From an optimization exercise on the open Yosys and OpenROAD flow, aimed at small area and a short achievable clock period; shortcuts taken in it are not production practice.
Where RTL was checked, it was by simulation tests only, not by an equivalence proof against the original.
Power and IR drop assume default switching activity.

==> run a: inputs <==
==> flow/design.v <==
`timescale 1ns / 1ps
    module counterFromZeroToLimit #
    (
        parameter integer C_WIDTH = 12
    )
    (
        output reg [1 : 0] oPhase,              
        output reg [C_WIDTH - 1 : 0] oCount,    
        input wire [C_WIDTH - 1 : 0] iLen0,
        input wire [C_WIDTH - 1 : 0] iLen1,
        input wire [C_WIDTH - 1 : 0] iLen2,
        input wire [C_WIDTH - 1 : 0] iLen3,
        input wire iClk,
        input wire iRst,
        input wire iEn
    );
    reg [C_WIDTH - 1 : 0] len;
    always @(*) begin
        case (oPhase)
            2'd0: len = iLen0;
            2'd1: len = iLen1;
            2'd2: len = iLen2;
            default: len = iLen3;
        endcase
    end
    wire [C_WIDTH - 1 : 0] countInc = oCount + 1'b1;
    wire last = (countInc == len);
    always @(posedge iClk or negedge iRst) begin
        if (!iRst) begin
            oPhase <= 2'd0;
            oCount <= 0;
        end else if (iEn) begin
            if (last) begin
                oPhase <= oPhase + 1'b1;
                oCount <= 0;
            end else begin
                oCount <= countInc;
            end
        end
    end
    endmodule
`timescale 1ns / 1ps
    module lcdTimCtrlCore #
    (
        parameter integer C_HOR_WIDTH = 12,
        parameter integer C_VER_WIDTH = 12
    )
    (
        output wire oHSynch,
        output wire oVSynch,
        output wire oEnVideo,
        output wire [C_HOR_WIDTH - 1 : 0] oHAddr,
        output wire [C_VER_WIDTH - 1 : 0] oVAddr,
        input wire [C_HOR_WIDTH - 1 : 0] iHWidth,
        input wire [C_HOR_WIDTH - 1 : 0] iHBackPorch,
        input wire [C_HOR_WIDTH - 1 : 0] iHFrontPorch,
        input wire [C_HOR_WIDTH - 1 : 0] iHResolution,
        input wire iHPolarity,
        input wire [C_VER_WIDTH - 1 : 0] iVWidth,
        input wire [C_VER_WIDTH - 1 : 0] iVBackPorch,
        input wire [C_VER_WIDTH - 1 : 0] iVFrontPorch,
        input wire [C_VER_WIDTH - 1 : 0] iVResolution,
        input wire iVPolarity,
        input wire iEnVideoPolarity,
        input wire iClkPixel,
        input wire iRst,
        input wire iEn
    );
    wire [1 : 0] hPhase;
    wire [C_HOR_WIDTH - 1 : 0] hCount;
    wire [1 : 0] vPhase;
    wire [C_VER_WIDTH - 1 : 0] vCount;
    reg hPol, vPol, dePol;
    always @(posedge iClkPixel) begin
        hPol <= iHPolarity;
        vPol <= iVPolarity;
        dePol <= iEnVideoPolarity;
    end
    wire hZero = (hPhase == 2'd0) && (hCount == 0);
    wire vEnabler = iEn && hZero;
    counterFromZeroToLimit #
        (
            .C_WIDTH(C_HOR_WIDTH)
        )HorizontalCounter(
            .oPhase(hPhase),
            .oCount(hCount),
            .iLen0(iHWidth),
            .iLen1(iHBackPorch),
            .iLen2(iHResolution),
            .iLen3(iHFrontPorch),
            .iClk(iClkPixel),
            .iRst(iRst),
            .iEn(iEn)
        );
    counterFromZeroToLimit #
        (
            .C_WIDTH(C_VER_WIDTH)
        )VerticalCounter(
            .oPhase(vPhase),
            .oCount(vCount),
            .iLen0(iVWidth),
            .iLen1(iVBackPorch),
            .iLen2(iVResolution),
            .iLen3(iVFrontPorch),
            .iClk(iClkPixel),
            .iRst(iRst),
            .iEn(vEnabler)
        );
    wire hAct = (hPhase == 2'd2);
    wire vAct = (vPhase == 2'd2);
    wire act = hAct && vAct;
    assign oHSynch = (hPhase == 2'd0) ? hPol : ~hPol;
    assign oVSynch = (vPhase == 2'd0) ? vPol : ~vPol;
    assign oEnVideo = act ? dePol : ~dePol;
    assign oHAddr = act ? hCount : {C_HOR_WIDTH{1'b0}};
    assign oVAddr = vAct ? vCount : {C_VER_WIDTH{1'b0}};
    endmodule
==> flow/run.sh <==
#!/bin/bash
# synth_recipe.tcl (not shown) runs the flow's synth.tcl, then flattens the netlist and writes it again
# the make line also repeats each setting of config.mk as NAME=value (left out here)
make -C /OpenROAD-flow-scripts/flow DESIGN_CONFIG=/design/flow/config.mk WORK_HOME=/design/flow/orfs CLKGATE_MAP_FILE= SYNTH_SCRIPT=/design/flow/synth_recipe.tcl finish
==> flow/config.mk <==
export PLATFORM = sky130hd
export DESIGN_NAME = lcdTimCtrlCore
export DESIGN_NICKNAME = lcdTimCtrlCore
export VERILOG_FILES = /design/flow/design.v
export SDC_FILE = /design/flow/constraint.sdc
export NUM_CORES = 4
export LEC_CHECK = 0
export CAP_MARGIN = 20
export CORE_MARGIN = 2
export CORE_UTILIZATION = 40
export SLEW_MARGIN = 20
==> flow/constraint.sdc <==
create_clock -name core_clock -period 11.0 [get_ports {iClkPixel}]
set_input_delay 2.2000 -clock core_clock [delete_from_list [all_inputs] [get_ports {iClkPixel}]]
set_output_delay 2.2000 -clock core_clock [all_outputs]
set_load 0.01 [all_outputs]
==> run b: changes against run a <==
==> flow/design.v, changed modules only <==
    module counterFromZeroToLimit #
    (
        parameter integer C_WIDTH = 12,
        parameter integer C_SLOW = 0
    )
    (
        output reg oSync,                       
        output reg oAct,                        
        output reg [C_WIDTH - 1 : 0] oCount,    
        output reg oZero,                       
        input wire [C_WIDTH - 1 : 0] iLenSync,
        input wire [C_WIDTH - 1 : 0] iLenBack,
        input wire [C_WIDTH - 1 : 0] iLenAct,
        input wire [C_WIDTH - 1 : 0] iLenFront,
        input wire iClk,
        input wire iRst,
        input wire iEn
    );
    reg front;
    wire back = ~(oSync | oAct | front);
    wire [C_WIDTH - 1 : 0] countInc = oCount + 1'b1;
    wire lastNow = oAct ? (countInc == iLenAct) : (oCount == {{(C_WIDTH - 1){1'b1}}, 1'b0});
    wire last;
    generate
        if (C_SLOW) begin : gSlow
            reg lastReg;
            always @(posedge iClk) begin
                lastReg <= lastNow;
            end
            assign last = lastReg;
        end else begin : gFast
            assign last = lastNow;
        end
    endgenerate
    wire [C_WIDTH - 1 : 0] countLoad = oSync ? ~iLenBack : (back ? {C_WIDTH{1'b0}} : (oAct ? ~iLenFront : ~iLenSync));
    always @(posedge iClk) begin
        if (!iRst) begin
            oCount <= ~iLenSync;
        end else if (iEn) begin
            oCount <= last ? countLoad : countInc;
        end
    end
    always @(posedge iClk or negedge iRst) begin
        if (!iRst) begin
            oSync <= 1'b1;
            oAct <= 1'b0;
            front <= 1'b0;
            oZero <= 1'b1;
        end else if (iEn) begin
            oZero <= last && front;
            if (last) begin
                oSync <= front;
                oAct <= back;
                front <= oAct;
            end
        end
    end
    endmodule
    module lcdTimCtrlCore #
    (
        parameter integer C_HOR_WIDTH = 12,
        parameter integer C_VER_WIDTH = 12
    )
    (
        output wire oHSynch,
        output wire oVSynch,
        output wire oEnVideo,
        output wire [C_HOR_WIDTH - 1 : 0] oHAddr,
        output wire [C_VER_WIDTH - 1 : 0] oVAddr,
        input wire [C_HOR_WIDTH - 1 : 0] iHWidth,
        input wire [C_HOR_WIDTH - 1 : 0] iHBackPorch,
        input wire [C_HOR_WIDTH - 1 : 0] iHFrontPorch,
        input wire [C_HOR_WIDTH - 1 : 0] iHResolution,
        input wire iHPolarity,
        input wire [C_VER_WIDTH - 1 : 0] iVWidth,
        input wire [C_VER_WIDTH - 1 : 0] iVBackPorch,
        input wire [C_VER_WIDTH - 1 : 0] iVFrontPorch,
        input wire [C_VER_WIDTH - 1 : 0] iVResolution,
        input wire iVPolarity,
        input wire iEnVideoPolarity,
        input wire iClkPixel,
        input wire iRst,
        input wire iEn
    );
    wire hSync, hAct, hZero;
    wire [C_HOR_WIDTH - 1 : 0] hCount;
    wire vSync, vAct, vZero;
    wire [C_VER_WIDTH - 1 : 0] vCount;
    reg hPol, vPol, dePol;
    always @(posedge iClkPixel) begin
        hPol <= iHPolarity;
        vPol <= iVPolarity;
        dePol <= iEnVideoPolarity;
    end
    wire vEnabler = iEn && hZero;
    counterFromZeroToLimit #
        (
            .C_WIDTH(C_HOR_WIDTH)
        )HorizontalCounter(
            .oSync(hSync),
            .oAct(hAct),
            .oCount(hCount),
            .oZero(hZero),
            .iLenSync(iHWidth),
            .iLenBack(iHBackPorch),
            .iLenAct(iHResolution),
            .iLenFront(iHFrontPorch),
            .iClk(iClkPixel),
            .iRst(iRst),
            .iEn(iEn)
        );
    counterFromZeroToLimit #
        (
            .C_WIDTH(C_VER_WIDTH),
            .C_SLOW(1)
        )VerticalCounter(
            .oSync(vSync),
            .oAct(vAct),
            .oCount(vCount),
            .oZero(vZero),
            .iLenSync(iVWidth),
            .iLenBack(iVBackPorch),
            .iLenAct(iVResolution),
            .iLenFront(iVFrontPorch),
            .iClk(iClkPixel),
            .iRst(iRst),
            .iEn(vEnabler)
        );
    assign oHSynch = hSync ? hPol : ~hPol;
    assign oVSynch = vSync ? vPol : ~vPol;
    assign oEnVideo = (hAct && vAct) ? dePol : ~dePol;
    assign oHAddr = hCount & {C_HOR_WIDTH{hAct && vAct}};
    assign oVAddr = vCount & {C_VER_WIDTH{vAct}};
    endmodule
==> flow/flow/run.sh (new file) <==
#!/bin/bash
# Own flow: the standard layout (standard.sh) with two changes:
#  - the port buffers are small buffers instead of the default delay cells;
#  - the timing repair aims for more setup slack than the clock needs.
# Each ORFS step writes its full log under orfs/logs/.
export BUFFER_PORTS_ARGS="-buffer_cell sky130_fd_sc_hd__buf_1"
export SETUP_SLACK_MARGIN=7.6
bash standard.sh > standard.log 2>&1
==> flow/standard.sh (new file) <==
#!/bin/bash
# synth_recipe.tcl (not shown) runs the flow's synth.tcl, then flattens the netlist and writes it again
# the make line also repeats each setting of config.mk as NAME=value (left out here)
make -C /OpenROAD-flow-scripts/flow DESIGN_CONFIG=/design/flow/config.mk WORK_HOME=/design/flow/orfs CLKGATE_MAP_FILE= SYNTH_SCRIPT=/design/flow/synth_recipe.tcl "${@:-finish}"
removed: flow/run.sh
==> run c: changes against run a <==
==> flow/design.v, changed modules only <==
    module counterFromZeroToLimit #
    (
        parameter integer C_WIDTH = 12,
        parameter integer C_SLOW = 0
    )
    (
        output reg oSync,                       
        output reg oAct,                        
        output reg [C_WIDTH - 1 : 0] oCount,    
        output wire oZero,                      
        input wire [C_WIDTH - 1 : 0] iLenSync,
        input wire [C_WIDTH - 1 : 0] iLenBack,
        input wire [C_WIDTH - 1 : 0] iLenAct,
        input wire [C_WIDTH - 1 : 0] iLenFront,
        input wire iClk,
        input wire iRst,
        input wire iEn
    );
    reg front;
    wire back = ~(oSync | oAct | front);
    wire [C_WIDTH - 1 : 0] len = ({C_WIDTH{oSync}} & iLenSync) | ({C_WIDTH{back}} & iLenBack) |
                                 ({C_WIDTH{oAct}} & iLenAct) | ({C_WIDTH{front}} & iLenFront);
    wire [C_WIDTH - 1 : 0] countInc = oCount + 1'b1;
    wire lastNow = (countInc == len);
    wire last;
    generate
        if (C_SLOW) begin : gSlow
            reg lastReg;
            always @(posedge iClk) begin
                lastReg <= lastNow;
            end
            assign last = lastReg;
        end else begin : gFast
            assign last = lastNow;
        end
    endgenerate
    assign oZero = oSync && (oCount == 0);
    always @(posedge iClk or negedge iRst) begin
        if (!iRst) begin
            oSync <= 1'b1;
            oAct <= 1'b0;
            front <= 1'b0;
            oCount <= 0;
        end else if (iEn) begin
            if (last) begin
                oSync <= front;
                oAct <= back;
                front <= oAct;
                oCount <= 0;
            end else begin
                oCount <= countInc;
            end
        end
    end
    endmodule
    module lcdTimCtrlCore #
    (
        parameter integer C_HOR_WIDTH = 12,
        parameter integer C_VER_WIDTH = 12
    )
    (
        output wire oHSynch,
        output wire oVSynch,
        output wire oEnVideo,
        output wire [C_HOR_WIDTH - 1 : 0] oHAddr,
        output wire [C_VER_WIDTH - 1 : 0] oVAddr,
        input wire [C_HOR_WIDTH - 1 : 0] iHWidth,
        input wire [C_HOR_WIDTH - 1 : 0] iHBackPorch,
        input wire [C_HOR_WIDTH - 1 : 0] iHFrontPorch,
        input wire [C_HOR_WIDTH - 1 : 0] iHResolution,
        input wire iHPolarity,
        input wire [C_VER_WIDTH - 1 : 0] iVWidth,
        input wire [C_VER_WIDTH - 1 : 0] iVBackPorch,
        input wire [C_VER_WIDTH - 1 : 0] iVFrontPorch,
        input wire [C_VER_WIDTH - 1 : 0] iVResolution,
        input wire iVPolarity,
        input wire iEnVideoPolarity,
        input wire iClkPixel,
        input wire iRst,
        input wire iEn
    );
    wire hSync, hAct, hZero;
    wire [C_HOR_WIDTH - 1 : 0] hCount;
    wire vSync, vAct, vZero;
    wire [C_VER_WIDTH - 1 : 0] vCount;
    reg hPol, vPol, dePol;
    always @(posedge iClkPixel) begin
        hPol <= iHPolarity;
        vPol <= iVPolarity;
        dePol <= iEnVideoPolarity;
    end
    wire vEnabler = iEn && hZero;
    counterFromZeroToLimit #
        (
            .C_WIDTH(C_HOR_WIDTH)
        )HorizontalCounter(
            .oSync(hSync),
            .oAct(hAct),
            .oCount(hCount),
            .oZero(hZero),
            .iLenSync(iHWidth),
            .iLenBack(iHBackPorch),
            .iLenAct(iHResolution),
            .iLenFront(iHFrontPorch),
            .iClk(iClkPixel),
            .iRst(iRst),
            .iEn(iEn)
        );
    counterFromZeroToLimit #
        (
            .C_WIDTH(C_VER_WIDTH),
            .C_SLOW(1)
        )VerticalCounter(
            .oSync(vSync),
            .oAct(vAct),
            .oCount(vCount),
            .oZero(vZero),
            .iLenSync(iVWidth),
            .iLenBack(iVBackPorch),
            .iLenAct(iVResolution),
            .iLenFront(iVFrontPorch),
            .iClk(iClkPixel),
            .iRst(iRst),
            .iEn(vEnabler)
        );
    assign oHSynch = hSync ? hPol : ~hPol;
    assign oVSynch = vSync ? vPol : ~vPol;
    assign oEnVideo = (hAct && vAct) ? dePol : ~dePol;
    assign oHAddr = hCount & {C_HOR_WIDTH{hAct && vAct}};
    assign oVAddr = vCount & {C_VER_WIDTH{vAct}};
    endmodule
==> flow/flow/run.sh (new file) <==
#!/bin/bash
# Own flow: the standard layout (standard.sh) with two changes:
#  - the port buffers are small buffers instead of the default delay cells;
#  - the timing repair aims for more setup slack than the clock needs.
# Each ORFS step writes its full log under orfs/logs/.
export BUFFER_PORTS_ARGS="-buffer_cell sky130_fd_sc_hd__buf_1"
export SETUP_SLACK_MARGIN=7.4
bash standard.sh > standard.log 2>&1
==> flow/standard.sh (new file) <==
#!/bin/bash
# synth_recipe.tcl (not shown) runs the flow's synth.tcl, then flattens the netlist and writes it again
# the make line also repeats each setting of config.mk as NAME=value (left out here)
make -C /OpenROAD-flow-scripts/flow DESIGN_CONFIG=/design/flow/config.mk WORK_HOME=/design/flow/orfs CLKGATE_MAP_FILE= SYNTH_SCRIPT=/design/flow/synth_recipe.tcl "${@:-finish}"
removed: flow/run.sh
==> notes <==
Register-to-register slack: run a < run c < run b. The lowest core utilization belongs to run c, the highest to run a. Fmax: run a < run c < run b. Sequential share of layout area: run a < run c < run b. Of run c and run a, run c has the higher final cell count (gap 3.7%, measured against run a). The lowest synthesized cell count belongs to run a, the highest to run b. Area after synthesis, highest first: run b, run a, run c. Of run b and run a, run b has the higher die area (gap 6.2%, measured against run a). Of run a and run b, run b has the higher sequential power (gap 15%, measured against run b). Worst setup slack, lowest first: run a, run c, run b.
Function not checked in run b and run c: the RTL went through the layout flow alone.

afterwards: timing with drivers on the ports:
The flow's constraints put no driver on any port. The routed layouts listed below were extracted and timed again, unchanged, in two steps.
Step 1, drivers: a clkbuf_16 drives iClkPixel and a buf_2 each remaining input, both assumed.
Step 2 adds t to the input delays and takes it off the output delays; t is the mean of the earliest and latest rising clock arrival at the registers after step 1. Input paths then give back, and output paths get back, about the clock's delay inside the block.
a / b / c = no drivers / after step 1 / after step 2; a / b = the first two.
| run | t (ns) | setup slack, ns | clock arrival spread, ns |
|---|---|---|---|
| run a | 0.312 | 5.862 / 5.868 / 5.556 | 0.012 / 0.012 |
| run b | 0.316 | 7.179 / 7.166 / 6.851 | 0.013 / 0.013 |
| run c | 0.311 | 6.929 / 6.938 / 6.627 | 0.003 / 0.004 |
After both steps every run listed still meets setup and hold. The setup slack of run b, which loses most, moves by -0.013 ns with the drivers and by -0.328 ns with both steps.
